Context: an optimization exercise on an open-source flow, tuned for small area. The choices shown serve that exercise and are no tape-out recipe.
For this run, only the layout was checked, not whether the RTL still works.
Power figures rest on the tool's default switching activity, not on a simulated workload.

$ cat flow/design.v
module rgb_to_ycbcr_444(
  input wire in_reset,
  input wire in_clock,
  input wire [7:0] in_r,
  input wire [7:0] in_g,
  input wire [7:0] in_b,
  output reg [7:0] out_y,
  output reg [7:0] out_cb,
  output reg [7:0] out_cr
  );
  wire n0 = in_g[0] & in_b[0];
  wire n1, n2;
  ha_cell u_n1 (.a(in_r[0]), .b(in_g[1]), .s(n1), .co(n2));
  wire n3 = (in_b[1] & n0) | (in_b[1] & n1) | (n0 & n1);
  wire n4, n5;
  fa_cell u_n4 (.a(in_r[1]), .b(in_g[2]), .c(in_b[2]), .s(n4), .co(n5));
  wire n6 = (n2 & n4) | (n2 & n3) | (n4 & n3);
  wire n7, n8;
  fa_cell u_n7 (.a(in_r[2]), .b(in_g[3]), .c(in_b[3]), .s(n7), .co(n8));
  wire n9, n10;
  fa_cell u_n9 (.a(~in_b[0]), .b(n5), .c(n7), .s(n9), .co(n10));
  wire n11 = n9 | n6;
  wire n12, n13;
  fa_cell u_n12 (.a(in_r[3]), .b(in_g[4]), .c(in_b[4]), .s(n12), .co(n13));
  wire n14, n15;
  fa_cell u_n14 (.a(~in_b[1]), .b(n8), .c(n12), .s(n14), .co(n15));
  wire n16 = (n10 & n14) | (n10 & n11) | (n14 & n11);
  wire n17, n18;
  ha_cell u_n17 (.a(in_r[4]), .b(in_g[5]), .s(n17), .co(n18));
  wire n19, n20;
  fa_cell u_n19 (.a(in_b[5]), .b(~in_b[2]), .c(in_b[0]), .s(n19), .co(n20));
  wire n21, n22;
  fa_cell u_n21 (.a(n17), .b(n13), .c(n19), .s(n21), .co(n22));
  wire n23 = (n15 & n21) | (n15 & n16) | (n21 & n16);
  wire n24, n25;
  ha_cell u_n24 (.a(in_r[5]), .b(in_r[0]), .s(n24), .co(n25));
  wire n26, n27;
  fa_cell u_n26 (.a(in_g[6]), .b(in_b[6]), .c(~in_b[3]), .s(n26), .co(n27));
  wire n28, n29;
  fa_cell u_n28 (.a(in_b[1]), .b(n18), .c(n24), .s(n28), .co(n29));
  wire n30, n31;
  fa_cell u_n30 (.a(n20), .b(n26), .c(n28), .s(n30), .co(n31));
  wire n32 = (n22 & n30) | (n22 & n23) | (n30 & n23);
  wire n33, n34;
  ha_cell u_n33 (.a(in_r[6]), .b(in_r[1]), .s(n33), .co(n34));
  wire n35, n36;
  fa_cell u_n35 (.a(in_g[7]), .b(in_g[0]), .c(in_b[7]), .s(n35), .co(n36));
  wire n37, n38;
  fa_cell u_n37 (.a(~in_b[4]), .b(in_b[2]), .c(n25), .s(n37), .co(n38));
  wire n39, n40;
  fa_cell u_n39 (.a(n33), .b(n27), .c(n35), .s(n39), .co(n40));
  wire n41, n42;
  fa_cell u_n41 (.a(n29), .b(n37), .c(n39), .s(n41), .co(n42));
  wire n43 = (n31 & n41) | (n31 & n32) | (n41 & n32);
  wire n44, n45;
  fa_cell u_n44 (.a(in_r[7]), .b(in_r[2]), .c(in_g[1]), .s(n44), .co(n45));
  wire n46, n47;
  fa_cell u_n46 (.a(~in_b[5]), .b(in_b[3]), .c(n34), .s(n46), .co(n47));
  wire n48, n49;
  fa_cell u_n48 (.a(n36), .b(n44), .c(n38), .s(n48), .co(n49));
  wire n50, n51;
  fa_cell u_n50 (.a(n46), .b(n40), .c(n48), .s(n50), .co(n51));
  wire n52, n53;
  fa_cell u_n52 (.a(n42), .b(n50), .c(n43), .s(n52), .co(n53));
  wire n54, n55;
  fa_cell u_n54 (.a(in_r[3]), .b(in_g[2]), .c(~in_b[6]), .s(n54), .co(n55));
  wire n56, n57;
  fa_cell u_n56 (.a(in_b[4]), .b(n45), .c(n54), .s(n56), .co(n57));
  wire n58, n59;
  fa_cell u_n58 (.a(n47), .b(n49), .c(n56), .s(n58), .co(n59));
  wire n60, n61;
  fa_cell u_n60 (.a(n51), .b(n58), .c(n53), .s(n60), .co(n61));
  wire n62, n63;
  ha_cell u_n62 (.a(in_r[4]), .b(in_g[3]), .s(n62), .co(n63));
  wire n64, n65;
  fa_cell u_n64 (.a(~in_b[7]), .b(in_b[5]), .c(n62), .s(n64), .co(n65));
  wire n66, n67;
  fa_cell u_n66 (.a(n55), .b(n64), .c(n57), .s(n66), .co(n67));
  wire n68, n69;
  fa_cell u_n68 (.a(n59), .b(n66), .c(n61), .s(n68), .co(n69));
  wire n70, n71;
  fa_cell u_n70 (.a(in_r[5]), .b(in_g[4]), .c(in_b[6]), .s(n70), .co(n71));
  wire n72, n73;
  fa_cell u_n72 (.a(n63), .b(n70), .c(n65), .s(n72), .co(n73));
  wire n74, n75;
  fa_cell u_n74 (.a(n72), .b(n67), .c(n69), .s(n74), .co(n75));
  wire n76, n77;
  fa_cell u_n76 (.a(in_r[6]), .b(in_g[5]), .c(in_b[7]), .s(n76), .co(n77));
  wire n78, n79;
  fa_cell u_n78 (.a(n71), .b(n76), .c(n73), .s(n78), .co(n79));
  wire n80, n81;
  fa_cell u_n80 (.a(in_r[7]), .b(in_g[6]), .c(n77), .s(n80), .co(n81));
  wire n82 = ~n78 & ~n75;
  wire n83 = ~n78 | ~n75;
  wire n84;
  xor_cell u_n84 (.a(n78), .b(n75), .y(n84));
  wire n85 = ~n80 & ~n79;
  wire n86 = ~n80 | ~n79;
  wire n87;
  xor_cell u_n87 (.a(n80), .b(n79), .y(n87));
  wire n88 = ~in_g[7] & ~n81;
  wire n89 = ~in_g[7] | ~n81;
  wire n90;
  xor_cell u_n90 (.a(in_g[7]), .b(n81), .y(n90));
  wire n91 = n82 | (n83 & ~n74);
  wire n92 = n83 & 1'b1;
  wire n93 = n88 | (n89 & n85);
  wire n94 = n89 & n86;
  wire n95 = n85 | (n86 & n91);
  wire n96 = n86 & n92;
  wire n97 = n93 | (n94 & n91);
  wire n98 = n94 & n92;
  wire n99 = 1'b0 | (1'b0 & n97);
  wire n100 = 1'b0 & n98;
  wire n101 = ~n74;
  wire n102;
  xor_cell u_n102 (.a(n84), .b(n101), .y(n102));
  wire n103 = n91;
  wire n104;
  xor_cell u_n104 (.a(n87), .b(n103), .y(n104));
  wire n105 = n95;
  wire n106;
  xor_cell u_n106 (.a(n90), .b(n105), .y(n106));
  wire n107 = n97;
  wire n108;
  xor_cell u_n108 (.a(in_b[0]), .b(in_g[0]), .y(n108));
  wire n109 = ~in_b[0] & in_g[0];
  wire n110, n111;
  fa_cell u_n110 (.a(~in_b[1]), .b(in_g[1]), .c(n109), .s(n110), .co(n111));
  wire n112, n113;
  fa_cell u_n112 (.a(~in_b[2]), .b(in_g[2]), .c(n111), .s(n112), .co(n113));
  wire n114 = in_b[3] & ~in_g[3];
  wire n115 = in_b[3] | ~in_g[3];
  wire n116;
  xor_cell u_n116 (.a(in_b[3]), .b(in_g[3]), .y(n116));
  wire n117 = in_b[4] & ~in_g[4];
  wire n118 = in_b[4] | ~in_g[4];
  wire n119;
  xor_cell u_n119 (.a(in_b[4]), .b(in_g[4]), .y(n119));
  wire n120 = in_b[5] & ~in_g[5];
  wire n121 = in_b[5] | ~in_g[5];
  wire n122;
  xor_cell u_n122 (.a(in_b[5]), .b(in_g[5]), .y(n122));
  wire n123 = in_b[6] & ~in_g[6];
  wire n124 = in_b[6] | ~in_g[6];
  wire n125;
  xor_cell u_n125 (.a(in_b[6]), .b(in_g[6]), .y(n125));
  wire n126 = in_b[7] & ~in_g[7];
  wire n127 = in_b[7] | ~in_g[7];
  wire n128;
  xor_cell u_n128 (.a(in_b[7]), .b(in_g[7]), .y(n128));
  wire n129 = n114 | (n115 & ~n113);
  wire n130 = n117 | (n118 & n129);
  wire n131 = n118 & n115;
  wire n132 = n123 | (n124 & n120);
  wire n133 = n124 & n121;
  wire n134 = n120 | (n121 & n130);
  wire n135 = n121 & n131;
  wire n136 = n132 | (n133 & n130);
  wire n137 = n133 & n131;
  wire n138 = n126 | (n127 & n136);
  wire n139 = n127 & n137;
  wire n140;
  xor_cell u_n140 (.a(n116), .b(n113), .y(n140));
  wire n141 = n129;
  wire n142;
  xor_cell u_n142 (.a(n119), .b(n141), .y(n142));
  wire n143 = n130;
  wire n144;
  xor_cell u_n144 (.a(n122), .b(n143), .y(n144));
  wire n145 = n134;
  wire n146;
  xor_cell u_n146 (.a(n125), .b(n145), .y(n146));
  wire n147 = n136;
  wire n148;
  xor_cell u_n148 (.a(n128), .b(n147), .y(n148));
  wire n149 = n138;
  wire n150;
  xor_cell u_n150 (.a(in_r[0]), .b(in_g[0]), .y(n150));
  wire n151 = ~in_r[0] & in_g[0];
  wire n152, n153;
  fa_cell u_n152 (.a(~in_r[1]), .b(in_g[1]), .c(n151), .s(n152), .co(n153));
  wire n154, n155;
  fa_cell u_n154 (.a(~in_r[2]), .b(in_g[2]), .c(n153), .s(n154), .co(n155));
  wire n156 = in_r[3] & ~in_g[3];
  wire n157 = in_r[3] | ~in_g[3];
  wire n158;
  xor_cell u_n158 (.a(in_r[3]), .b(in_g[3]), .y(n158));
  wire n159 = in_r[4] & ~in_g[4];
  wire n160 = in_r[4] | ~in_g[4];
  wire n161;
  xor_cell u_n161 (.a(in_r[4]), .b(in_g[4]), .y(n161));
  wire n162 = in_r[5] & ~in_g[5];
  wire n163 = in_r[5] | ~in_g[5];
  wire n164;
  xor_cell u_n164 (.a(in_r[5]), .b(in_g[5]), .y(n164));
  wire n165 = in_r[6] & ~in_g[6];
  wire n166 = in_r[6] | ~in_g[6];
  wire n167;
  xor_cell u_n167 (.a(in_r[6]), .b(in_g[6]), .y(n167));
  wire n168 = in_r[7] & ~in_g[7];
  wire n169 = in_r[7] | ~in_g[7];
  wire n170;
  xor_cell u_n170 (.a(in_r[7]), .b(in_g[7]), .y(n170));
  wire n171 = n156 | (n157 & ~n155);
  wire n172 = n159 | (n160 & n171);
  wire n173 = n160 & n157;
  wire n174 = n165 | (n166 & n162);
  wire n175 = n166 & n163;
  wire n176 = n162 | (n163 & n172);
  wire n177 = n163 & n173;
  wire n178 = n174 | (n175 & n172);
  wire n179 = n175 & n173;
  wire n180 = n168 | (n169 & n178);
  wire n181 = n169 & n179;
  wire n182;
  xor_cell u_n182 (.a(n158), .b(n155), .y(n182));
  wire n183 = n171;
  wire n184;
  xor_cell u_n184 (.a(n161), .b(n183), .y(n184));
  wire n185 = n172;
  wire n186;
  xor_cell u_n186 (.a(n164), .b(n185), .y(n186));
  wire n187 = n176;
  wire n188;
  xor_cell u_n188 (.a(n167), .b(n187), .y(n188));
  wire n189 = n178;
  wire n190;
  xor_cell u_n190 (.a(n170), .b(n189), .y(n190));
  wire n191 = n180;
  wire n192, n193;
  ha_cell u_n192 (.a(n150), .b(n154), .s(n192), .co(n193));
  wire n194;
  xor_cell u_n194 (.a(n108), .b(n152), .y(n194));
  wire n195 = n108 & ~n152;
  wire n196, n197;
  fa_cell u_n196 (.a(n194), .b(n182), .c(~n193), .s(n196), .co(n197));
  wire n198, n199;
  ha_cell u_n198 (.a(n150), .b(n195), .s(n198), .co(n199));
  wire n200, n201;
  fa_cell u_n200 (.a(n110), .b(n154), .c(~n198), .s(n200), .co(n201));
  wire n202, n203;
  fa_cell u_n202 (.a(~n184), .b(n200), .c(n197), .s(n202), .co(n203));
  wire n204, n205;
  fa_cell u_n204 (.a(n152), .b(~n199), .c(n112), .s(n204), .co(n205));
  wire n206, n207;
  fa_cell u_n206 (.a(~n182), .b(n201), .c(n204), .s(n206), .co(n207));
  wire n208, n209;
  fa_cell u_n208 (.a(~n186), .b(n203), .c(n206), .s(n208), .co(n209));
  wire n210, n211;
  fa_cell u_n210 (.a(n108), .b(n154), .c(~n140), .s(n210), .co(n211));
  wire n212, n213;
  fa_cell u_n212 (.a(n184), .b(n205), .c(n210), .s(n212), .co(n213));
  wire n214, n215;
  fa_cell u_n214 (.a(~n188), .b(n207), .c(n212), .s(n214), .co(n215));
  wire n216, n217;
  fa_cell u_n216 (.a(n110), .b(n182), .c(~n142), .s(n216), .co(n217));
  wire n218, n219;
  fa_cell u_n218 (.a(n211), .b(n186), .c(~n190), .s(n218), .co(n219));
  wire n220, n221;
  fa_cell u_n220 (.a(~n216), .b(n213), .c(n218), .s(n220), .co(n221));
  wire n222;
  xor_cell u_n222 (.a(n112), .b(n184), .y(n222));
  wire n223 = n112 & ~n184;
  wire n224, n225;
  fa_cell u_n224 (.a(n144), .b(n222), .c(~n217), .s(n224), .co(n225));
  wire n226, n227;
  fa_cell u_n226 (.a(n191), .b(n188), .c(n219), .s(n226), .co(n227));
  wire n228, n229;
  fa_cell u_n228 (.a(n224), .b(n221), .c(n226), .s(n228), .co(n229));
  wire n230;
  xor_cell u_n230 (.a(n140), .b(n186), .y(n230));
  wire n231 = n140 | n186;
  wire n232, n233;
  fa_cell u_n232 (.a(~n223), .b(n146), .c(n190), .s(n232), .co(n233));
  wire n234, n235;
  fa_cell u_n234 (.a(~n230), .b(n225), .c(n232), .s(n234), .co(n235));
  wire n236, n237;
  fa_cell u_n236 (.a(n227), .b(n234), .c(n229), .s(n236), .co(n237));
  wire n238, n239;
  fa_cell u_n238 (.a(~n142), .b(n231), .c(n148), .s(n238), .co(n239));
  wire n240, n241;
  fa_cell u_n240 (.a(~n191), .b(n188), .c(n233), .s(n240), .co(n241));
  wire n242, n243;
  fa_cell u_n242 (.a(n238), .b(n235), .c(n240), .s(n242), .co(n243));
  wire n244, n245;
  fa_cell u_n244 (.a(n144), .b(n149), .c(~n190), .s(n244), .co(n245));
  wire n246, n247;
  fa_cell u_n246 (.a(n239), .b(~n244), .c(n241), .s(n246), .co(n247));
  wire n248, n249;
  fa_cell u_n248 (.a(n146), .b(n191), .c(n245), .s(n248), .co(n249));
  wire n250, n251;
  ha_cell u_n250 (.a(n148), .b(n249), .s(n250), .co(n251));
  wire n252;
  xor_cell u_n252 (.a(n149), .b(n251), .y(n252));
  wire n253 = n209 & n214;
  wire n254 = n209 | n214;
  wire n255 = n215 & n220;
  wire n256 = n215 | n220;
  wire n257;
  xor_cell u_n257 (.a(n215), .b(n220), .y(n257));
  wire n258 = n242 & n237;
  wire n259 = n242 | n237;
  wire n260;
  xor_cell u_n260 (.a(n242), .b(n237), .y(n260));
  wire n261 = n243 & n246;
  wire n262 = n243 | n246;
  wire n263;
  xor_cell u_n263 (.a(n243), .b(n246), .y(n263));
  wire n264 = ~n248 & n247;
  wire n265 = ~n248 | n247;
  wire n266;
  xor_cell u_n266 (.a(n248), .b(n247), .y(n266));
  wire n267 = 1'b0 | (n196 & 1'b0);
  wire n268 = n196 & ~n192;
  wire n269 = 1'b0 | (n208 & 1'b0);
  wire n270 = n208 & n202;
  wire n271 = n255 | (n256 & n253);
  wire n272 = n256 & n254;
  wire n273 = 1'b0 | (n236 & 1'b0);
  wire n274 = n236 & n228;
  wire n275 = n261 | (n262 & n258);
  wire n276 = n262 & n259;
  wire n277 = 1'b0 | (~n250 & n264);
  wire n278 = ~n250 & n265;
  wire n279 = 1'b0 | (n202 & n267);
  wire n280 = n202 & n268;
  wire n281 = n269 | (n270 & n267);
  wire n282 = n270 & n268;
  wire n283 = 1'b0 | (n228 & n271);
  wire n284 = n228 & n272;
  wire n285 = n273 | (n274 & n271);
  wire n286 = n274 & n272;
  wire n287 = n264 | (n265 & n275);
  wire n288 = n265 & n276;
  wire n289 = n277 | (n278 & n275);
  wire n290 = n278 & n276;
  wire n291 = n253 | (n254 & n281);
  wire n292 = n254 & n282;
  wire n293 = n271 | (n272 & n281);
  wire n294 = n272 & n282;
  wire n295 = n283 | (n284 & n281);
  wire n296 = n284 & n282;
  wire n297 = n285 | (n286 & n281);
  wire n298 = n286 & n282;
  wire n299 = 1'b0 | (n252 & n289);
  wire n300 = n252 & n290;
  wire n301 = n258 | (n259 & n297);
  wire n302 = n259 & n298;
  wire n303 = n275 | (n276 & n297);
  wire n304 = n276 & n298;
  wire n305 = n287 | (n288 & n297);
  wire n306 = n288 & n298;
  wire n307 = n289 | (n290 & n297);
  wire n308 = n290 & n298;
  wire n309 = n299 | (n300 & n297);
  wire n310 = n300 & n298;
  wire n311 = n291;
  wire n312;
  xor_cell u_n312 (.a(n257), .b(n311), .y(n312));
  wire n313 = n293;
  wire n314;
  xor_cell u_n314 (.a(n228), .b(n313), .y(n314));
  wire n315 = n295;
  wire n316;
  xor_cell u_n316 (.a(n236), .b(n315), .y(n316));
  wire n317 = n297;
  wire n318;
  xor_cell u_n318 (.a(n260), .b(n317), .y(n318));
  wire n319 = n301;
  wire n320;
  xor_cell u_n320 (.a(n263), .b(n319), .y(n320));
  wire n321 = n303;
  wire n322;
  xor_cell u_n322 (.a(n266), .b(n321), .y(n322));
  wire n323 = n305;
  wire n324;
  xor_cell u_n324 (.a(n250), .b(n323), .y(n324));
  wire n325 = n307;
  wire n326;
  xor_cell u_n326 (.a(n252), .b(n325), .y(n326));
  wire n327, n328;
  fa_cell u_n327 (.a(n150), .b(n108), .c(n140), .s(n327), .co(n328));
  wire n329, n330;
  ha_cell u_n329 (.a(n152), .b(n110), .s(n329), .co(n330));
  wire n331, n332;
  fa_cell u_n331 (.a(n329), .b(n142), .c(~n328), .s(n331), .co(n332));
  wire n333, n334;
  fa_cell u_n333 (.a(n330), .b(n154), .c(n112), .s(n333), .co(n334));
  wire n335, n336;
  fa_cell u_n335 (.a(n333), .b(n144), .c(n332), .s(n335), .co(n336));
  wire n337, n338;
  fa_cell u_n337 (.a(~n150), .b(n182), .c(n140), .s(n337), .co(n338));
  wire n339, n340;
  fa_cell u_n339 (.a(n334), .b(~n337), .c(n146), .s(n339), .co(n340));
  wire n341, n342;
  fa_cell u_n341 (.a(~n152), .b(n184), .c(n142), .s(n341), .co(n342));
  wire n343, n344;
  fa_cell u_n343 (.a(~n338), .b(n148), .c(n341), .s(n343), .co(n344));
  wire n345;
  xor_cell u_n345 (.a(n154), .b(n186), .y(n345));
  wire n346 = ~n154 & n186;
  wire n347, n348;
  fa_cell u_n347 (.a(n144), .b(n342), .c(~n149), .s(n347), .co(n348));
  wire n349, n350;
  fa_cell u_n349 (.a(~n345), .b(n344), .c(n347), .s(n349), .co(n350));
  wire n351, n352;
  ha_cell u_n351 (.a(n182), .b(n346), .s(n351), .co(n352));
  wire n353, n354;
  fa_cell u_n353 (.a(n188), .b(n146), .c(n351), .s(n353), .co(n354));
  wire n355, n356;
  fa_cell u_n355 (.a(n348), .b(n353), .c(n350), .s(n355), .co(n356));
  wire n357;
  xor_cell u_n357 (.a(n184), .b(n190), .y(n357));
  wire n358 = ~n184 & n190;
  wire n359, n360;
  fa_cell u_n359 (.a(n148), .b(n352), .c(~n357), .s(n359), .co(n360));
  wire n361;
  xor_cell u_n361 (.a(n354), .b(n359), .y(n361));
  wire n362 = n354 | n359;
  wire n363;
  xor_cell u_n363 (.a(n186), .b(n191), .y(n363));
  wire n364 = n186 | n191;
  wire n365, n366;
  fa_cell u_n365 (.a(~n149), .b(n358), .c(n363), .s(n365), .co(n366));
  wire n367, n368;
  fa_cell u_n367 (.a(n360), .b(n365), .c(n362), .s(n367), .co(n368));
  wire n369, n370;
  fa_cell u_n369 (.a(n188), .b(n364), .c(~n366), .s(n369), .co(n370));
  wire n371;
  xor_cell u_n371 (.a(n190), .b(n370), .y(n371));
  wire n372 = n190 | n370;
  wire n373;
  xor_cell u_n373 (.a(n191), .b(n372), .y(n373));
  wire n374 = ~n336 & ~n339;
  wire n375 = ~n336 | ~n339;
  wire n376 = ~n340 & ~n343;
  wire n377 = ~n340 | ~n343;
  wire n378;
  xor_cell u_n378 (.a(n340), .b(n343), .y(n378));
  wire n379 = n361 & ~n356;
  wire n380 = n361 | ~n356;
  wire n381;
  xor_cell u_n381 (.a(n361), .b(n356), .y(n381));
  wire n382 = n369 & ~n368;
  wire n383 = n369 | ~n368;
  wire n384;
  xor_cell u_n384 (.a(n369), .b(n368), .y(n384));
  wire n385 = ~n110 | (1'b1 & n108);
  wire n386 = 1'b1 & 1'b1;
  wire n387 = n327 | (1'b1 & ~n112);
  wire n388 = 1'b1 & 1'b1;
  wire n389 = ~n335 | (1'b1 & 1'b0);
  wire n390 = 1'b1 & ~n331;
  wire n391 = n376 | (n377 & n374);
  wire n392 = n377 & n375;
  wire n393 = 1'b0 | (~n355 & 1'b0);
  wire n394 = ~n355 & ~n349;
  wire n395 = 1'b0 | (~n367 & n379);
  wire n396 = ~n367 & n380;
  wire n397 = 1'b0 | (~n371 & n382);
  wire n398 = ~n371 & n383;
  wire n399 = ~n112 | (1'b1 & n385);
  wire n400 = 1'b1 & n386;
  wire n401 = n387 | (n388 & n385);
  wire n402 = n388 & n386;
  wire n403 = n374 | (n375 & n389);
  wire n404 = n375 & n390;
  wire n405 = n391 | (n392 & n389);
  wire n406 = n392 & n390;
  wire n407 = n379 | (n380 & n393);
  wire n408 = n380 & n394;
  wire n409 = n395 | (n396 & n393);
  wire n410 = n396 & n394;
  wire n411 = 1'b0 | (n373 & n397);
  wire n412 = n373 & n398;
  wire n413 = 1'b0 | (~n331 & n401);
  wire n414 = ~n331 & n402;
  wire n415 = n389 | (n390 & n401);
  wire n416 = n390 & n402;
  wire n417 = n403 | (n404 & n401);
  wire n418 = n404 & n402;
  wire n419 = n405 | (n406 & n401);
  wire n420 = n406 & n402;
  wire n421 = n382 | (n383 & n409);
  wire n422 = n383 & n410;
  wire n423 = n397 | (n398 & n409);
  wire n424 = n398 & n410;
  wire n425 = n411 | (n412 & n409);
  wire n426 = n412 & n410;
  wire n427 = 1'b0 | (~n349 & n419);
  wire n428 = ~n349 & n420;
  wire n429 = n393 | (n394 & n419);
  wire n430 = n394 & n420;
  wire n431 = n407 | (n408 & n419);
  wire n432 = n408 & n420;
  wire n433 = n409 | (n410 & n419);
  wire n434 = n410 & n420;
  wire n435 = n421 | (n422 & n419);
  wire n436 = n422 & n420;
  wire n437 = n423 | (n424 & n419);
  wire n438 = n424 & n420;
  wire n439 = n425 | (n426 & n419);
  wire n440 = n426 & n420;
  wire n441 = n417;
  wire n442;
  xor_cell u_n442 (.a(n378), .b(n441), .y(n442));
  wire n443 = n419;
  wire n444;
  xor_cell u_n444 (.a(n349), .b(n443), .y(n444));
  wire n445 = n427;
  wire n446;
  xor_cell u_n446 (.a(n355), .b(n445), .y(n446));
  wire n447 = n429;
  wire n448;
  xor_cell u_n448 (.a(n381), .b(n447), .y(n448));
  wire n449 = n431;
  wire n450;
  xor_cell u_n450 (.a(n367), .b(n449), .y(n450));
  wire n451 = n433;
  wire n452;
  xor_cell u_n452 (.a(n384), .b(n451), .y(n452));
  wire n453 = n435;
  wire n454;
  xor_cell u_n454 (.a(n371), .b(n453), .y(n454));
  wire n455 = n437;
  wire n456;
  xor_cell u_n456 (.a(n373), .b(n455), .y(n456));
  wire [7:0] y_d = {~(n107), ~(n106), ~(n104), ~(n102), ~(n74), ~(~n68), ~(~n60), ~(~n52)};
  wire [7:0] cb_d = {n326, ~n324, ~n322, n320, n318, n316, n314, n312};
  wire [7:0] cr_d = {~(n456), ~(~n454), ~(~n452), ~(~n450), ~(~n448), ~(~n446), ~(~n444), ~(n442)};
  always @(posedge in_clock) begin
    if (in_reset) begin
      out_y <= 8'd0;
      out_cb <= 8'd0;
      out_cr <= 8'd0;
    end else begin
      out_y <= y_d;
      out_cb <= cb_d;
      out_cr <= cr_d;
    end
  end
endmodule
module fa_cell(input wire a, input wire b, input wire c, output wire s, output wire co);
  assign s = a ^ b ^ c;
  assign co = (a & b) | (a & c) | (b & c);
endmodule
module ha_cell(input wire a, input wire b, output wire s, output wire co);
  assign s = a ^ b;
  assign co = a & b;
endmodule
module xor_cell(input wire a, input wire b, output wire y);
  assign y = a ^ b;
endmodule
$ cat flow/flow/run.sh
#!/bin/bash
export BUFFER_PORTS_ARGS="-buffer_cell sky130_fd_sc_hd__buf_1"
export CTS_ARGS="-sink_clustering_enable -repair_clock_nets -dont_use_dummy_load -buf_list {sky130_fd_sc_hd__clkbuf_4 sky130_fd_sc_hd__clkbuf_8}"
bash standard.sh > standard.log 2>&1
$ cat flow/standard.sh
#!/bin/bash
# synth_recipe.tcl (not shown) runs the flow's synth.tcl, then flattens the netlist and writes it again
# the make line also repeats each setting of config.mk as NAME=value (left out here)
make -C /OpenROAD-flow-scripts/flow DESIGN_CONFIG=/design/flow/config.mk WORK_HOME=/design/flow/orfs CLKGATE_MAP_FILE= SYNTH_SCRIPT=/design/flow/synth_recipe.tcl "${@:-finish}"
$ cat flow/config.mk
export PLATFORM = sky130hd
export DESIGN_NAME = rgb_to_ycbcr_444
export DESIGN_NICKNAME = rgb_to_ycbcr_444
export VERILOG_FILES = /design/flow/design.v
export SDC_FILE = /design/flow/constraint.sdc
export NUM_CORES = 4
export LEC_CHECK = 0
export CAP_MARGIN = 20
export CORE_MARGIN = 2
export CORE_UTILIZATION = 60
export CTS_BUF_LIST = sky130_fd_sc_hd__clkbuf_4 sky130_fd_sc_hd__clkbuf_8
export GPL_TIMING_DRIVEN = 0
export SLEW_MARGIN = 20
export SYNTH_HIERARCHICAL = 1
export SYNTH_MINIMUM_KEEP_SIZE = 0
$ cat flow/constraint.sdc
create_clock -name core_clock -period 6.0 [get_ports {in_clock}]
set_input_delay 1.2000 -clock core_clock [delete_from_list [all_inputs] [get_ports {in_clock}]]
set_output_delay 1.2000 -clock core_clock [all_outputs]
set_load 0.01 [all_outputs]
==> run summary <==
-- final cells by class --
type	instances	area, µm²	area share, %
clock buffer	3	41.3	1.00
timing repair buffer	59	289	7.02
buffer	2	7.51	0.182
tap	75	93.8	2.28
sequential	24	480	11.7
multi-input combinational	260	3040	73.8
inverter	44	165	4.01
-- layout by cell type, fill, tap and decap left out, types with 3 or more instances in the layout --
cell and instances:
nor2_1 17, o211ai_1 3, nand2b_1 7, nand2_1 9
buf_2 8, xor2_2 5, ha_1 10, fa_2 7
a21oi_1 5, dfxtp_1 24, clkbuf_2 3, clkbuf_8 3
xor2_4 3, nand3_1 4, inv_1 43, xor2_1 53
maj3_2 8, maj3_1 3, or2_2 4, fa_1 69
buf_4 9, buf_1 37, and2_1 4, nor2b_1 23
-- state kept, by name, indices dropped and copies added, names as in the netlist --
name    flops
out_y       8
out_cb      8
out_cr      8
-- layer usage --
layer  vias up  global-route usage, %
li1       1146                      -
met1      1255                   34.2
met2        51                   45.0
met3         4                   3.89
met4         0                   2.71
met5         -                      0
-- power groups by stage --
| stage | clock, mW | sequential, mW | combinational (mW) |
|---|---|---|---|
| 2_1_floorplan | 0 | 0.295 | 1.41 |
| 5_1_grt | 0.101 | 0.263 | 2.20 |
| 4_1_cts | 0.0947 | 0.257 | 1.88 |
| 6_report | 0.0937 | 0.256 | 1.95 |
| 3_5_place_dp | 0 | 0.260 | 1.84 |
| 3_3_place_gp | 0 | 0.257 | 1.79 |
-- what timing repair did --
action                                 4_1_cts  5_1_grt
pin swaps                                    3       11
endpoints found under the hold margin        0        0
gates cloned                                 0        0
buffers inserted                             3        7
setup endpoints to repair                    8        8
gates resized for setup                     20       21
-- final timing paths --
kind,start,cells after the start,slack (ns),endpoint
worst max-delay path,in_b[1],16,0.17,out_cb[5]
worst min-delay path,in_reset,2,1.21,out_cr[4]
-- per-module statistics from Yosys, one instance, submodules excluded --
module | area (µm²) | cells inside | copies in the design
xor_cell | 8.76 | 1 | 61
rgb_to_ycbcr_444 | 1370 | 183 | 1
fa_cell | 20.0 | 1 | 76
ha_cell | 12.5 | 1 | 10
-- stage by stage --
step | worst slack (ns) | cells | cell area, µm² | power, mW | hold slack, ns
2_1_floorplan | 0.0552 | 330 | 3550 | 1.71 | 1.27
3_3_place_gp | -0.652 | 454 | 3820 | 2.05 | 1.49
3_5_place_dp | -0.695 | 454 | 3820 | 2.10 | 1.49
4_1_cts | 0.00527 | 460 | 3980 | 2.23 | 1.22
5_1_grt | -0.0580 | 467 | 4120 | 2.56 | 1.25
6_report | 0.171 | 467 | 4120 | 2.30 | 1.21
-- cells by family (layout without fill, tap and decap cells) --
logic type	after synthesis	after routing	share of synthesized area, %
AO/OA/AOI/OAI	28	28	5.82
buffers and inverters	46	108	4.87
XOR/XNOR	61	61	15.1
flip-flops	24	24	13.5
adder cells (fa/ha/maj)	97	97	49.7
AND/OR/NAND/NOR	74	74	11.0
==> metrics.md <==
| Metric | Value |
|---|---|
| Residual DRC | `0` |
| Antenna Cells | `0` |
| Min cycle time layout | `~5.8 ns` |
| Syn avg cell area | `10.7 µm²` |
| Seq pwr share | `about 11%` |
| Utilization after layout | `70.8%` |
| Syn_nets | `between 400 and 500` |
| Synth unique cells | `35` |
| Largest net degree at the start of global routing | `14` |
| Clk slew on worst S/H paths | `about 0.08 ns` |
| Register bit total from synthesis | `24` |
| Synth Warn # | `7` |
| Number of global-route vias before repair | `~2600` |
| Core Area | `between 5000 and 6000 µm²` |
| Worst EP required | `6.14 ns` |
| Initial DRC count | `~100` |
| Number of synthesized flops with an enable pin | `0` |
| Cell taking the most area after synthesis | `fa_1` |
| Met3 Wirelength | `290 µm` |
| Max Freq | `172 MHz` |
| Core Rows | `28` |
| Largest stage delay, worst path | `0.47 ns` |
| Layout cells sized above 1 | `15.3%` |
| Status | `timing/DRC/antenna clean` |
| Wire length per cell | `about 16 µm` |
| Internal | `approximately 1.2 mW` |
| Critical path, cell by cell | `buf_2, inv_1, fa_1, fa_2, xor2_2, inv_1, fa_1, fa_1, fa_1, fa_1, fa_2, a41o_1, and2_1, maj3_2, xor2_1, nor2_1` |
| Synthesized area | `3550 µm²` |
| CP Capture Type | `flip-flop` |
| Nets | `roughly 510` |
| Top Layer Used | `met4` |
| CP Buf/Inv Count | `3` |
| CTS tree | `built` |
| Via-to-Cell Ratio | `about 5.3` |
| Die area | `between 6000 and 7000 µm²` |
| H-Tree Depth | `1` |
| Total wire length | `7.50 mm` |
| Layout overhead on the synthesized area | `16.1%` |
| Worst-path fanout max | `4` |
| Slew margin rel. | `about half` |
| Startpoint Class | `input port` |
| WL met2 | `~4 mm` |
| Global Route Usage Sum | `between 20% and 30%` |
| Initial DRT Pass Iterations | `4` |
| Top delay family on crit path | `adder cells` |
| Starting Density | `about three fifths` |
| Sw Ratio | `between 40% and 50%` |
| VDD IR-drop max | `~0.46 mV` |
| I/O pin count | `50` |
| Setup CP Type | `input port to flip-flop` |
| Fin. Hold Viols | `0` |
| Seq/Total Area, Yosys | `roughly 14%` |
| Clock share of power | `4.1%` |
| Power per cell area | `approximately 560 nW/µm²` |
| Hpwl dp | `6.17 mm` |
| First-pass GRT wire length | `12.3 mm` |
| Worst path most repeated cell | `fa_1` |
| Initial antenna violation count | `0` |
| CTS Buf Count | `3` |
| GRT overflow | `0` |
| Area contributors post-synth | `fa_1, xor2_1, dfxtp_1, inv_1, nor2b_1` |
| Worst Hold Class | `input port to flip-flop` |
| Least-Margin Pin Slew | `between 0.7 and 0.8 ns` |
| Routed length on met1 | `just over 3 mm` |
| DRT antenna net count | `0` |
| Slew Limit Fails | `0` |
| CTS Buffer Depth | `2` |
| Hold buffers post-CTS | `0` |
| Top cell type's share of synthesized area | `42.9%` |
| Via count | `2456` |
| Fin crit share | `a little under 100%` |
| CTS root buf | `clkbuf_8` |
| Top_reg_cell synth | `dfxtp_1` |
| Die Y | `between 80 and 90 µm` |
| Sink Count | `24` |
| Most common cell in the synthesized netlist | `fa_1` |
| Gpl congestion | `~0.89` |
| Slowest CP cell | `fa_2` |
| Max-Cap Viols | `0` |
| Final setup fails | `0` |
| Asr flop ratio synth | `0%` |
| Pleak | `roughly 1.8 nW` |
| Most frequent cells after synthesis | `fa_1, xor2_1, inv_1` |
| # port buffers | `49` |
| P_sw | `about 1.1 mW` |
| Die W | `just over 80 µm` |
| CP Data Arrival Time | `between 5 and 6 ns` |
| Post-Syn Instances | `330` |
| Setup TNS | `0 ns` |
| Fill count | `between 400 and 500` |
| Logic pwr share | `84.8%` |

## what the ideal ports hide
The flow's constraints put no driver on any port. The routed layout listed below was extracted and timed again, unchanged, in two steps. Step 1 assumes that a clkbuf_16 drives the clock port and a buf_2 every other input. Step 2 moves the port delays by t, midway between the first and last clock arrival at a register: inputs arrive t later, outputs are due t later. That takes back most of the time a late clock gives input paths. Three values: ideal ports, drivers, drivers and shift; two values: the first two.
shift t [ns]: 0.288
slack for setup (ns): 0.171 / 0.176 / -0.112
slew at the worst register clock pin (ns): 0.08 / 0.08
worst slew at a driven data input, ns: 0.03
With both steps, setup timing fails in this run, where it was met with ideal ports. For this run, drivers alone change the setup slack by +0.005 ns; drivers and shift together by -0.283 ns.
